This is an optimization exercise on Yosys and OpenROAD, whose aim is small area, a short achievable clock period and few clock cycles per item, not a production implementation.
In this exercise RTL edits were held to simulation tests only and were not proved equivalent to the original.
Power figures rest on the tool's default switching activity, not on a simulated workload.

--- flow/design.v ---
`default_nettype none
module chacha_BLOCK (
    input  wire           clk_i,
    input  wire           rst_i,
    input  wire [255 : 0] key_i,
    input  wire [95 : 0]  nonce_i,
    input  wire [31 : 0]  counter_i,
    output wire [7 : 0]   keystream_o,
    output wire           keystream_valid_o,
    input  wire           start_i,
    output wire           done_o,
    output wire           ready_o
);
    localparam [127 : 0] CONSTS = {32'h6b206574, 32'h79622d32, 32'h3320646e, 32'h61707865};
    wire [31 : 0] s_in [4 : 15];
    genvar g;
    generate
        for (g = 0; g < 8; g = g + 1) begin : g_key
            assign s_in[4 + g] = key_i[255 - 32*g -: 32];
        end
    endgenerate
    assign s_in[12] = counter_i;
    assign s_in[13] = nonce_i[95 : 64];
    assign s_in[14] = nonce_i[63 : 32];
    assign s_in[15] = nonce_i[31 : 0];
    reg         busy;
    reg         ready_r;
    reg [6 : 0] cnt;
    wire       accept   = start_i & ready_r;
    wire       last     = (cnt == 7'd83);
    wire       busy_nx  = ~rst_i & (accept | (busy & ~last));
    wire [6:0] cnt_nx   = accept ? 7'd0 : cnt + 7'd1;
    wire       ready_nx = ~busy_nx | (cnt_nx == 7'd83);
    wire       run_nx   = busy_nx & (cnt_nx < 7'd80);
    wire       fin_nx   = busy_nx & (cnt_nx >= 7'd80);
    wire [1:0] st_nx    = cnt_nx[1:0];
    wire       odd_nx   = cnt_nx[2];             
    wire       first_nx = (cnt_nx[6:2] == 5'd0);
    always @(posedge clk_i) begin
        busy    <= busy_nx;
        ready_r <= ready_nx;
        cnt     <= cnt_nx;
    end
    reg r16, r12, r8, r7;        
    reg tf;                      
    reg f0, f1, f2, f3;
    reg pi;                      
    reg qk, qi, qq;              
    reg mdn, mup, m0;            
    reg md;                      
    always @(posedge clk_i) begin
        r16 <= run_nx & (st_nx == 2'd0);
        r12 <= run_nx & (st_nx == 2'd1);
        r8  <= run_nx & (st_nx == 2'd2);
        r7  <= run_nx & (st_nx == 2'd3);
        tf  <= fin_nx & ~ready_nx;
        f0  <= fin_nx & (st_nx == 2'd0);
        f1  <= fin_nx & (st_nx == 2'd1);
        f2  <= fin_nx & (st_nx == 2'd2);
        f3  <= fin_nx & (st_nx == 2'd3);
        pi  <= fin_nx & st_nx[1];
        qk  <= fin_nx & (st_nx == 2'd0);
        qi  <= fin_nx & (st_nx == 2'd1);
        qq  <= ~(fin_nx & ~st_nx[1]);
        mdn <= run_nx & ~odd_nx & ((st_nx == 2'd3) | ((st_nx == 2'd0) & ~first_nx));
        mup <= run_nx &  odd_nx & ((st_nx == 2'd3) | (st_nx == 2'd0));
        m0  <= ~(run_nx & ((st_nx == 2'd3) | ((st_nx == 2'd0) & ~first_nx)));
        md  <= run_nx & (st_nx == 2'd3);
    end
    wire load = ready_r;         
    reg         done_r;
    reg         valid_r;
    reg [5 : 0] vcnt;
    always @(posedge clk_i) begin
        if (rst_i) begin
            done_r  <= 1'b0;
            valid_r <= 1'b0;
            vcnt    <= 6'd0;
        end else begin
            done_r <= f0;
            if (f0) begin
                valid_r <= 1'b1;
                vcnt    <= 6'd0;
            end else if (valid_r) begin
                vcnt <= vcnt + 6'd1;
                if (vcnt == 6'd63) valid_r <= 1'b0;
            end
        end
    end
    assign ready_o           = ready_r;
    assign done_o            = done_r;
    assign keystream_valid_o = valid_r;
    reg  [31 : 0] P  [0 : 3];
    reg  [31 : 0] Q  [0 : 3];
    reg  [31 : 0] R  [0 : 3];
    reg  [31 : 0] T  [0 : 3];
    reg  [31 : 0] I0 [0 : 3];
    reg  [31 : 0] I1 [0 : 3];
    reg  [31 : 0] I2 [0 : 3];
    wire [31 : 0] sum [0 : 3];
    generate
        for (g = 0; g < 4; g = g + 1) begin : g_lane
            wire [31 : 0] kc  = CONSTS[32*g +: 32];
            wire [31 : 0] pop = ({32{~pi}} & P[g]) | ({32{pi}} & I0[g]);
            wire [31 : 0] qop = ({32{qq}} & Q[g]) | ({32{qk}} & kc) | ({32{qi}} & I0[g]);
            wire [31 : 0] s   = pop + qop;
            wire [31 : 0] x   = T[g] ^ s;
            wire [31 : 0] qn  = ({32{r16}} & {x[15:0], x[31:16]})
                              | ({32{r12}} & {x[19:0], x[31:20]})
                              | ({32{r8}}  & {x[23:0], x[31:24]})
                              | ({32{r7}}  & {x[24:0], x[31:25]})
                              | ({32{tf}}  & T[g])
                              | ({32{load}} & s_in[4 + g]);
            wire [31 : 0] pn  = ({32{m0}}  & R[g])
                              | ({32{mdn}} & R[(g + 3) % 4])
                              | ({32{mup}} & R[(g + 1) % 4]);
            assign sum[g] = s;
            always @(posedge clk_i) begin
                Q[g] <= qn;
                if (load) begin
                    P[g]  <= kc;
                    R[g]  <= s_in[8 + g];
                    T[g]  <= s_in[12 + g];
                    I0[g] <= s_in[8 + (g + 1) % 4];
                    I1[g] <= s_in[4 + g];
                    I2[g] <= s_in[12 + g];
                end else begin
                    P[g]  <= pn;
                    R[g]  <= s;
                    T[g]  <= md ? Q[(g + 2) % 4] : Q[g];
                    I0[g] <= I1[g];
                    I1[g] <= I2[g];
                    I2[g] <= I0[g];
                end
            end
        end
    endgenerate
    reg [7 : 0] O [0 : 60];
    integer p;
    always @(posedge clk_i) begin
        for (p = 0; p < 60; p = p + 1) O[p] <= O[p + 1];
        O[60] <= O[0];
        if (f0) for (p = 0; p < 16; p = p + 1) O[p]      <= sum[p / 4][8*(p % 4) +: 8];
        if (f1) for (p = 0; p < 16; p = p + 1) O[31 + p] <= sum[((p / 4) + 3) % 4][8*(p % 4) +: 8];
        if (f2) for (p = 0; p < 16; p = p + 1) O[14 + p] <= sum[p / 4][8*(p % 4) +: 8];
        if (f3) for (p = 0; p < 16; p = p + 1) O[45 + p] <= sum[p / 4][8*(p % 4) +: 8];
    end
    assign keystream_o = O[0];
endmodule
--- flow/flow/run.sh ---
#!/bin/bash
# Standard ORFS layout (the standard.sh, standard synthesis unchanged), with
# the timing repair asked to leave a larger setup margin at the same clock period.
set -euo pipefail
cd "$(dirname "$0")/.."
bash standard.sh SETUP_SLACK_MARGIN=9.3 finish > make_finish.log 2>&1
--- flow/standard.sh ---
#!/bin/bash
# synth_recipe.tcl (not shown) runs the flow's synth.tcl, then flattens the netlist and writes it again
# the make line also repeats each setting of config.mk as NAME=value (left out here)
make -C /OpenROAD-flow-scripts/flow DESIGN_CONFIG=/design/flow/config.mk WORK_HOME=/design/flow/orfs CLKGATE_MAP_FILE= SYNTH_SCRIPT=/design/flow/synth_recipe.tcl "${@:-finish}"
--- flow/config.mk ---
export PLATFORM = sky130hd
export DESIGN_NAME = chacha_BLOCK
export DESIGN_NICKNAME = chacha_BLOCK
export VERILOG_FILES = /design/flow/design.v
export SDC_FILE = /design/flow/constraint.sdc
export NUM_CORES = 4
export LEC_CHECK = 0
export CAP_MARGIN = 35
export CORE_MARGIN = 2
export CORE_UTILIZATION = 50
export SLEW_MARGIN = 35
--- flow/constraint.sdc ---
create_clock -name core_clock -period 13.5 [get_ports {clk_i}]
set_input_delay 2.7000 -clock core_clock [delete_from_list [all_inputs] [get_ports {clk_i}]]
set_output_delay 2.7000 -clock core_clock [all_outputs]
set_load 0.01 [all_outputs]
==> impl_results.md, run 1 <==
* Rows at 127
* Final setup vio count at 0
* Critical Path Start Type: flop
* Die H at ~350 um
* Period utilization at 31.4%
* Reg2reg end: Q[2][5]
* Post-synth EDFFs at 0
* Fin cells at about 8,400
* Placer congestion estimate at roughly 1.1
* RR Startpoint: pi
* RSZ-0062 raised after global routing: yes
* Placeable Area at around 0.12 mm^2
* Initial DRC count at approximately 9,500
* Initial antenna violation count at 48
* Hold Path Sink: O[30][5]
* Post-synthesis sequential area ratio at between 40 and 50%
* Hold Path Origin: O[31][5]
* Mapped Area at around 0.061 mm^2
* Routed length per placed instance at 36.1 um
* Skew final at 0.0703 ns
* Clk root buf: clkbuf_16
* Slowest Stage Delay on Critical Path at roughly 0.53 ns
* Layout Nets at 7,123
* Slew Limit Headroom at around 25%
* Total power at 17.5 mW
* Fin worst setup slack at a little over 9 ns
* Die ar. at roughly 0.12 mm^2
* First-pass GRT wire length at between 400,000 and 500,000 um
* Detail Route Antenna Nets at 0
* Slew @ Worst Pin at around 1.1 ns
* Number of global-route vias before repair at between 40,000 and 50,000
* Vias per cell at 6.52
* Pre-CTS WS at roughly 7.5 ns
* Worst r2r path cells at 13
* CTS clock-pin slew for the worst setup and hold paths at 0.06 ns
* Grt total ovfl at 0
* Fin. max-slew vios at 0
* Worst path cell trace: buf_12 > buf_6 > buf_4 > mux2_2 > ha_1 > and2_1 > and4_1 > nand4_1 > nor3_1 > nor3_1 > xnor2_2 > xor2_2 > a221o_1
* Clk sinks at around 1,400
* Power density over cell area at between 200 and 250 mW/mm^2
* Inst Count DP at ~7,900
* Num CTS Buffers at about 150
* DRC Markers at 0
* Cells after synthesis at 6,239
* Dominant synthesized flop cell: dfxtp_1
* Fmax at 236 MHz
* Hold depth at 0
* WS Path Type: reg -> reg
* Critical Path End Type: flop
* Critical Path Most Common Cell: nor3_1
* Final core occ at 62.6%
* Yosys cell types at a little over 100
* CTS tree: yes
* Global-route usage over all layers at between 40% and 50%
* Clk buf depth at 3
* Number of synthesis warnings at 9
* Starting Density at roughly half
* Status: finished clean
* Worst VDD drop at 0.000150 V
* Largest net degree at the start of global routing at about 190
* Area grow syn2layout at 24.0%
* Worst R2R Setup Slack at 9.26 ns
* Hold_buf cts at 0
* Port Buffers at around 400
* Worst path arrival time at 4.92 ns
* Die W at between 300 and 400 um
* Fin. Hold Viols at 0
* Hpwl dp at 228,000 um
* Ys async rst share at 0%
* CP max stage cell: ha_1
* Syn Area/Cell at 9.72 um^2
* Syn Nets at approximately 6,800
* Hold WC Path Type: reg -> reg
* Fin crit period at between 4 and 5 ns
* H-Tree Depth at 4
* Critical Path RT at between 10 and 15 ns
* Leakage power at 31.0 nW
* Via count at ~54,000
* First-pass DRT Iterations at 12
* #FFs+latches synth at about 1,400
* Sum of negative setup slack at 0 ns
* Max-Cap Viols at 0
* Clk Latency, worst-skew pair at around 0.82 ns
* Layout cell share with drive strength beyond 1 at a little under a quarter
* Wirelength, routed at between 300,000 and 400,000 um
* CP Max Fanout at 8
* Num ports at roughly 400
==> sequential cells by signal, indices dropped and copies added (netlist names), 6 cells and up <==
name,cells
I2,128
T,128
cnt,7
R,128
P,128
O,488
I0,128
vcnt,6
I1,128
Q,128
==> report_power, final <==
part | leakage, nW | internal (mW) | switching, mW
sequential | 11.8 | 4.80 | 0.597
combinational | 16.7 | 2.51 | 5.40
clock | 2.46 | 2.39 | 1.84
==> how the worst max path moves through the flow <==
stage	start	end	slack, ns	cells after the start
floorplan	pi	Q[1][4]	9.35	14
global placement	qi	Q[2][10]	6.98	12
detailed placement	qq	Q[1][4]	7.47	15
CTS	pi	Q[2][5]	9.23	13
global route	pi	Q[1][4]	9.20	14
finish	pi	Q[2][5]	9.26	13
==> area by class of cell <==
type | instances | area (um^2)
fill | 10042 | 44900
multi-input combinational | 4023 | 31900
sequential | 1415 | 28400
timing repair buffer | 628 | 6280
clock buffer | 224 | 4410
tap | 1612 | 2020
inverter | 385 | 1460
clock inverter | 41 | 658
antenna | 22 | 55.1
timing repair inverter | 1 | 8.76
==> per-layer routing <==
layer	GRT usage (%)	vias up	wire length, um
li1	-	22880	-
met1	61.1	26509	116000
met2	63.6	4167	118000
met3	19.0	860	44500
met4	28.3	22	22700
met5	0	-	138
==> cells in the final DEF, fill, tap and decap left out, types with 26 or more instances in the layout <==
| cell | Yosys | final |
|---|---|---|
| xnor2_4 | 1 | 30 |
| clkbuf_8 | 0 | 42 |
| nand3_1 | 63 | 60 |
| mux2_2 | 679 | 678 |
| xor2_4 | 1 | 26 |
| buf_4 | 2 | 169 |
| a222oi_1 | 182 | 182 |
| ha_1 | 130 | 80 |
| a221o_1 | 84 | 84 |
| o21ai_0 | 689 | 674 |
| ha_2 | 0 | 40 |
| xor2_1 | 147 | 84 |
| nor2_1 | 193 | 182 |
| dfxtp_1 | 1415 | 1392 |
| inv_1 | 384 | 381 |
| mux2i_1 | 172 | 167 |
| a21oi_1 | 288 | 250 |
| xnor2_1 | 87 | 38 |
| clkbuf_16 | 0 | 148 |
| nor3_1 | 31 | 27 |
| clkdlybuf4s50_1 | 0 | 386 |
| a21o_1 | 55 | 55 |
| a22oi_1 | 98 | 98 |
| xor2_2 | 6 | 44 |
| nand2_1 | 688 | 684 |
| nand4_1 | 47 | 47 |
| a21oi_2 | 3 | 31 |
| clkbuf_1 | 373 | 34 |
==> critical path: cells and delay by family (launching register included) <==
family / cells / cell delay, ns
and+or+nand+nor: 5 / 1.39
buffers and inverters: 3 / 0.61
adders and majority gates: 1 / 0.53
xor gates and xnor gates: 2 / 0.49
AOI/OAI and AO/OA: 1 / 0.38
DFF: 1 / 0.35
muxes: 1 / 0.34
==> cells by family (layout without fill, tap and decap cells) <==
kind of cell | after synthesis | after routing | share of synthesized area (%)
fa+ha+maj | 134 | 134 | 2.81
simple gates | 1145 | 1145 | 8.10
compound gates | 1639 | 1639 | 17.9
mux | 851 | 851 | 15.4
flops | 1415 | 1415 | 46.7
other cells | 0 | 22 | 0
buf+inv | 801 | 1279 | 5.00
xor+xnor | 254 | 254 | 4.03
==> timing repair <==
action / CTS / global route
hold endpoints to repair: 0 / 0
cloned: 8 / 0
buffers inserted: 78 / 52
endpoints found under the setup margin: 705 / 179
pin swaps: 44 / 57
resized for setup: 290 / 139
==> metrics by stage <==
stage / hold slack [ns] / cell area, um^2
floorplan: 0.310 / 60700
global placement: 0.310 / 66000
detailed placement: 0.312 / 66300
CTS: 0.327 / 73900
global route: 0.330 / 75200
finish: 0.327 / 75200
==> synth_stat cells (all sizes together), types with 93 or more instances <==
master	count	share of area [%]
clkbuf	373	2.3
dfxtp	1415	47
a222oi	182	3.0
o21ai	700	5.8
mux2i	172	2.8
nor2	194	1.2
inv	384	2.4
a21oi	292	2.4
xor2	154	2.3
mux2	679	13
nand2	688	4.3
xnor2	93	1.4
a22oi	98	1.2
ha	130	2.7
Testbench counts, summed over its fixed seeds: cycles 8,560, blocks 96.
==> run 2, diff against run 1 <==
==> flow/run.sh (new file) <==
#!/bin/bash
# synth_recipe.tcl (not shown) runs the flow's synth.tcl, then flattens the netlist and writes it again
# the make line also repeats each setting of config.mk as NAME=value (left out here)
make -C /OpenROAD-flow-scripts/flow DESIGN_CONFIG=/design/flow/config.mk WORK_HOME=/design/flow/orfs CLKGATE_MAP_FILE= SYNTH_SCRIPT=/design/flow/synth_recipe.tcl finish
--- a/flow/config.mk
+++ b/flow/config.mk
@@ -7,5 +7,5 @@
 export LEC_CHECK = 0
 export CAP_MARGIN = 35
 export CORE_MARGIN = 2
-export CORE_UTILIZATION = 50
+export CORE_UTILIZATION = 40
 export SLEW_MARGIN = 35
removed: flow/flow/run.sh
removed: flow/standard.sh
==> run 2 against run 1 <==
Effect of this change: cell area shrank 3.6%; sequential power increased by 0.7%; synthesized area is the same; global-route usage down 7.4 points; register-to-register slack worse by 1.8 ns; largest cell class unchanged; sequential share of layout area grew 1.4 points; first-iteration DRC count fell by 7.2%; fmax decreased by 30%.
==> impl_results.md, run 2 <==
* Status: finished clean
* Cells after synthesis at ~6,200
* Critical Path End Type: flop
* Placeable Area at between 0.15 and 0.2 mm^2
* Count leader, synth: dfxtp_1
* Slew @ Worst Pin at 1.08 ns
* Met1 usage at between 50 and 60%
* Max-Cap Viols at 0
* CP Max Fanout at 66
* Synth top area cells: dfxtp_1 47%, mux2_2 13%, o21ai_0 5.7%
* Layout Nets at approximately 7,000
* Area share of the largest cell type after synthesis at a little under half
* Die W at 393 um
* CTS-repair resized insts at 0
* Port Buffers at about 400
* Area grow syn2layout at 19.6%
* Area leader, netlist: dfxtp_1
* Worst R2R Setup Slack at around 7.4 ns
* First-pass GRT wire length at approximately 420,000 um
* Initial DRC count at a little under 9,000
* Clk root buf: clkbuf_16
* Largest net degree at the start of global routing at roughly 160
* Routed length per placed instance at roughly 37 um
* Commonest non-fill, non-tap cells in the layout: 1,400 x dfxtp_1, 689 x o21ai_0, 688 x nand2_1
* GR Util met3 at between 10% and 20%
* Period utilization at between 40% and 50%
* Total power at about 17 mW
* Dominant synthesized flop cell: dfxtp_1
* WS Path Type: reg -> reg
* Fin crit period at about 6.1 ns
* Fill count at around 14,000
* Detail Route Antenna Nets at 0
* Sum of negative setup slack at 0 ns
* CTS tree: yes
* Hold_buf cts at 0
* Met2 GRT Util at roughly 57%
* Synth top cells by count: 1,415 x dfxtp_1, 689 x o21ai_0, 688 x nand2_1
* Power density over cell area at 233 mW/mm^2
* Hpwl dp at ~250,000 um
* Worst path arrival time at between 6 and 7 ns
* Layout cell share with drive strength beyond 1 at about 18%
* Vias per cell at 6.12
* Num CTS Buffers at about 160
* Largest register by flop count: O
* Mapped Area at 0.0607 mm^2
* Clk sinks at 1,415
* Rows at about 140
* Ys async rst share at 0%
* Starting Density at around 40%
* First-pass DRT Iterations at 10
* Skew final at 0.0380 ns
* Number of global-route vias before repair at 49,975
* Grt total ovfl at 0
* DRC Markers at 0
* Yosys cell types at slightly above 100
* RSZ-0062 raised after global routing: no
* Slew Limit Headroom at about 28%
* Number of synthesis warnings at 9
* Fin. Hold Viols at 0
* Post-synth EDFFs at 0
* Post-synthesis sequential area ratio at between 40% and 50%
* H-Tree Depth at 4
* Clk Latency, worst-skew pair at ~0.83 ns
* CTS clock-pin slew for the worst setup and hold paths at ~0.06 ns
* Fin worst setup slack at between 7 and 8 ns
* Leakage power at between 30 and 40 nW
* Critical Path Start Type: flop
* Syn Nets at 6,760
* Wirelength, routed at 315,000 um
* Max reg flops at 488
* Most common cell after layout, fill and taps aside: dfxtp_1
* Die ar. at around 0.15 mm^2
* Clk buf depth at 3
* Critical Path RT at 14.18 ns
* Global-route usage over all layers at 39.3%
* Final setup vio count at 0
* #FFs+latches synth at roughly 1,400
* Fmax at roughly 160 MHz
* Worst VDD drop at around 0.00016 V
* Num ports at just under 400
* Initial antenna violation count at 56
* Via count at approximately 53,000
* GR peak layer: met2
* Hold WC Path Type: reg -> reg
* Setup bufs post-CTS at 0
* Fin. max-slew vios at 0
* Placer congestion estimate at between 1 and 1.5
* Pre-CTS WS at roughly 7.7 ns
* Syn Area/Cell at about 9.7 um^2
* Die H at about 390 um
## run 2: worst paths after layout
kind                 start  endpoint  cells after the start
setup / recovery        qi   Q[0][6]                     13
hold / removal    O[31][4]  O[30][4]                      0
hold reg to reg   O[31][4]  O[30][4]                      0
setup reg to reg        qi   Q[0][6]                     13
## run 2: layout make-up
cell class	instances	area [um^2]	area share [%]
clock inverter	66	916	1.26
multi-input combinational	4023	29900	41.3
sequential	1415	28400	39.1
timing repair buffer	493	4770	6.57
clock buffer	220	4510	6.22
inverter	385	1450	2.00
antenna	19	47.5	0.0655
tap	2016	2520	3.48
## run 2: per-layer routing
metal | part of all wire (%) | up-vias | routed length, um
li1 | - | 22650 | -
met1 | 39 | 25873 | 124000
met2 | 42 | 3500 | 132000
met3 | 11 | 820 | 33800
met4 | 8.2 | 20 | 25900
met5 | 0.045 | - | 141
## run 2: kinds of logic (layout without fill, tap and decap cells)
| logic type | after synthesis | count (layout) | synth area share (%) |
|---|---|---|---|
| AO/OA/AOI/OAI | 1639 | 1639 | 17.9 |
| XOR/XNOR | 254 | 254 | 4.03 |
| adder cells (fa/ha/maj) | 134 | 134 | 2.81 |
| buffers and inverters | 801 | 1164 | 5.00 |
| flip-flops | 1415 | 1415 | 46.7 |
| multiplexers | 851 | 851 | 15.4 |
| other | 0 | 19 | 0 |
| AND/OR/NAND/NOR | 1145 | 1145 | 8.10 |
## run 2: through the flow
| stage | instances | util [%] | instance area [um^2] | hold slack, ns |
|---|---|---|---|---|
| detailed placement | 8331 | 44.6 | 67000 | 0.314 |
| global route | 8620 | 48.3 | 72500 | 0.332 |
| finish | 8637 | 48.3 | 72500 | 0.326 |
| global placement | 8320 | 44.3 | 66500 | 0.310 |
| floorplan | 6239 | - | 60700 | 0.310 |
| CTS | 8617 | 48.2 | 72400 | 0.326 |
## run 2: power by group
part           total (mW)  leakage, nW  switching, mW  internal, mW
Combinational        6.91         15.6           5.02          1.89
Clock                4.54         2.67           1.93          2.61
Sequential           5.43         11.8          0.633          4.80
## run 2: critical path: stages, from the launching register on
cell      delay (ns)
dfxtp_4         0.40
inv_4           0.43
buf_4           0.81
o21ai_0         0.43
ha_1            0.86
nand4_1         0.47
nor4_1          0.56
a221oi_1        0.15
o21ai_0         0.16
a311oi_1        0.13
xnor2_2         0.61
xor2_1          0.30
a222oi_1        0.35
o211ai_1        0.14

==> static timing again, ports no longer ideal <==
How much do the figures lean on ideal ports? The routed layouts below were timed once more, with nothing changed but the port constraints. Step 1 assumes that a clkbuf_16 drives the clock port and a buf_2 every other input. Step 2, shift: input delay + t, output delay - t, t = (earliest + latest rising clock arrival at the registers) / 2. This alone moves slack from input paths to output paths. a / b / c = ideal ports / drivers / drivers and shift; a / b = the first two.
| run | shift t [ns] | setup WS [ns] | hold WS [ns] |
|---|---|---|---|
| run 1 | 0.873 | 9.256 / 9.222 / 8.819 | 0.327 / 0.327 / 0.327 |
| run 2 | 0.903 | 7.414 / 7.414 / 7.414 | 0.326 / 0.326 / 0.326 |
After both steps every run listed still meets setup and hold. For run 1, which loses most, drivers alone change the setup slack by -0.034 ns; drivers and shift together by -0.437 ns.
